Context: an optimization exercise on an open-source flow, tuned for small area. The choices shown serve that exercise and are no tape-out recipe. In this exercise RTL edits were held to simulation tests only and were not proved equivalent to the original. Power figures rest on the tool's default switching activity, not on a simulated workload.

## flappyBird
module flappyBird
	(
		clk,
		resetn,    
		flap_n,    
		x,
		y,
		colour,
		plot,
		HEX0,
		HEX1
	);
	input			clk;
	input			resetn;
	input			flap_n;
	output	[7:0]	x;
	output	[6:0]	y;
	output	[2:0]	colour;
	output			plot;
	output	[6:0]	HEX1;
	output	[6:0]	HEX0;
	localparam	S_CLRSET   = 4'b0000,
				S_ERASESET = 4'b0001,
				S_INITSET  = 4'b0010,
				S_NVSET    = 4'b0011,
				S_WFRAME   = 4'b0100,
				S_CHECK    = 4'b0101,
				S_CONT     = 4'b0110,
				S_WFLAP    = 4'b0111,
				S_CLR      = 4'b1000,
				S_ERASE    = 4'b1001,
				S_INIT     = 4'b1010,
				S_NV       = 4'b1011;
	localparam	P_FIRST = 2'd0,
				P_BC    = 2'd1,    
				P_UP    = 2'd2,
				P_LO    = 2'd3;
	reg [3:0] st;
	reg [1:0] ph;
	reg [1:0] k;         
	reg [7:0] c;         
	reg [6:0] r;         
	reg [7:0] xP1, xP2, xP3;
	reg nw1, nw2, nw3;
	reg [1:0] m1, m2, m3;
	wire [6:0] yP1 = nw1 ? 7'd40 : {2'b01, m1, 3'b100};
	wire [6:0] yP2 = nw2 ? 7'd60 : {4'd3 + {2'b00, m2}, 3'b010};
	wire [6:0] yP3 = nw3 ? 7'd30 : {4'd5 + {2'b00, m3}, 3'b110};
	reg [6:0] cy7;       
	wire signed [7:0] curY = {&cy7[6:1], cy7};
	reg [6:0] oldY;
	reg signed [4:0] v;   
	reg [7:0] points;
	reg wrapped;         
	reg coll;
	reg fs;              
	reg [12:0] lf;       
	reg [1:0] j;         
	wire plotSt = st[3];
	wire clrSt  = (st == S_CLR);
	wire passSt = st[3] & (st[1] | st[0]);
	wire cur    = st[3] & st[1];                    
	wire oldcur = ~st[3] & ~st[2] & st[1];          
	wire setup  = ~st[3] & ~st[2];                  
	wire drop   = (st == S_CONT);
	wire fm     = (lf == 13'h0001);
	wire [1:0] speed = (points >= 8'd20) ? 2'd3 :
	                   (points >= 8'd5)  ? 2'd2 :
	                   wrapped ? 2'd3 : 2'd1;
	wire [6:0] yB = oldcur ? curY[6:0] : oldY;
	wire inX1 = (xP1 >= 8'd72) && (xP1 <= 8'd82);
	wire inX2 = (xP2 >= 8'd72) && (xP2 <= 8'd82);
	wire inX3 = (xP3 >= 8'd72) && (xP3 <= 8'd82);
	wire [6:0] yPx = ({7{inX1}} & yP1) | ({7{inX2}} & yP2) | ({7{inX3}} & yP3);
	wire [7:0] gd = {1'b0, yB} + {1'b1, ~yPx};
	wire collNow = (inX1 | inX2 | inX3) & ~((gd >= 8'd1) && (gd <= 8'd34));
	wire flapActive = fs & ~coll;
	wire first   = (ph == P_FIRST);
	wire bc      = (ph == P_BC);
	wire up      = (ph == P_UP);
	wire lo      = (ph == P_LO);
	wire game    = ~clrSt;                        
  ...
export LEC_CHECK = 0
export CAP_MARGIN = 20
export CORE_MARGIN = 2
export CORE_UTILIZATION = 40
export SLEW_MARGIN = 20
create_clock -name core_clock -period 10.0 [get_ports {clk}]
standard.sh (not shown) runs the stock make flow with config.mk's settings and CLKGATE_MAP_FILE= SYNTH_SCRIPT=/design/flow/synth_recipe.tcl, a recipe that flattens the netlist after the stock synthesis.
==> flow/flow/run.sh <==
#!/bin/bash
# The standard layout (standard.sh), with these changes: the port buffers
# that global placement inserts are the smallest buffer (buf_1); the clock
# tree is built from clkbuf_8 without dummy loads; after global routing,
# gates off the critical paths are downsized (RECOVER_POWER) and
# flow/post_grt.tcl repairs slew and capacitance again. Everything the flow
# prints goes to standard.log in the work folder.
set -euo pipefail
export BUFFER_PORTS_ARGS="-buffer_cell sky130_fd_sc_hd__buf_1"
export CTS_ARGS="-sink_clustering_enable -repair_clock_nets -buf_list sky130_fd_sc_hd__clkbuf_8 -dont_use_dummy_load"
export RECOVER_POWER=100
export POST_GLOBAL_ROUTE_TCL="$PWD/flow/post_grt.tcl"
bash standard.sh > standard.log 2>&1
==> flow/flow/post_grt.tcl <==
# After power recovery has downsized gates off the critical paths, repair
# any max-slew or max-capacitance violation that left, as the standard
# global route step does after its own repairs.
log_cmd estimate_parasitics -global_routing
repair_design_helper
log_cmd global_route -start_incremental
log_cmd detailed_placement
log_cmd global_route -end_incremental
The baseline went through all stages and came out clean.
==> next run, changes <==
==> flow/flow/run.sh (replaced) <==
#!/bin/bash
# The standard layout (standard.sh), with two changes: the port buffers
# that global placement inserts are the smallest buffer (buf_1), and the
# clock tree is built from clkbuf_8 without dummy loads. Everything the
# flow prints goes to standard.log in the work folder.
set -euo pipefail
export BUFFER_PORTS_ARGS="-buffer_cell sky130_fd_sc_hd__buf_1"
export RECOVER_POWER=100
export CTS_ARGS="-sink_clustering_enable -repair_clock_nets -buf_list sky130_fd_sc_hd__clkbuf_8 -dont_use_dummy_load"
bash standard.sh > standard.log 2>&1
removed: flow/flow/post_grt.tcl
The new run finished but failed the layout checks on capacitance limit, slew limit.
Area after synthesis stays the same.
Power is about the same.
Die area is unchanged.
Via count decreases by 0.72%.
Maximum frequency falls by 5.8%.
Hold slack barely changes.
Utilization is lower by 0.17 points.
Clock skew barely changes.
==> next run, changes <==
--- a/flow/flow/run.sh
+++ b/flow/flow/run.sh
@@ -6,5 +6,4 @@
 set -euo pipefail
 export BUFFER_PORTS_ARGS="-buffer_cell sky130_fd_sc_hd__buf_1"
-export RECOVER_POWER=100
 export CTS_ARGS="-sink_clustering_enable -repair_clock_nets -buf_list sky130_fd_sc_hd__clkbuf_8 -dont_use_dummy_load"
 bash standard.sh > standard.log 2>&1
CORE_UTILIZATION = 55   (was 40)
PLACE_DENSITY = 0.7   (was unset)
Result:
- The new run ran to the end with no violations
- total power falls by about 0.3%
- final cell count is lower by 4.7%
- non-clock buffer count stays the same
- design area shrinks by 0.35%
- utilization goes up by 16 points
- wire length came out higher by about 1%
- register-to-register slack gets better by 0.89 ns
- clock skew came out lower by 0.010 ns
- global-route usage is higher by 5.7 points
- clock power went down by about 2%
- worst hold slack gains 0.023 ns

port drivers added, routing unchanged:
Ports are ideal in the flow. The routed layouts listed here were re-timed in OpenROAD.
Step 1 sets driving cells, clkbuf_16 on the clock port and buf_2 on the other inputs (assumed; they add their load-dependent delay and slew).
Step 2 adds t to the input delays and takes it off the output delays; t is the mean of the earliest and latest rising clock arrival at the registers after step 1. Input paths then give back, and output paths get back, about the clock's delay inside the block.
a / b / c = ideal / step 1 / step 2; a / b = the first two.
| run | shift t [ns] | setup WS [ns] | worst setup path after step 2 |
|---|---|---|---|
| the first run | 0.415 | 4.613 / 4.603 / 4.613 | register to register |
| the second run | 0.414 | 4.284 / 4.284 / 4.284 | register to register |
| the third run | 0.407 | 4.673 / 4.630 / 5.037 | register to output |
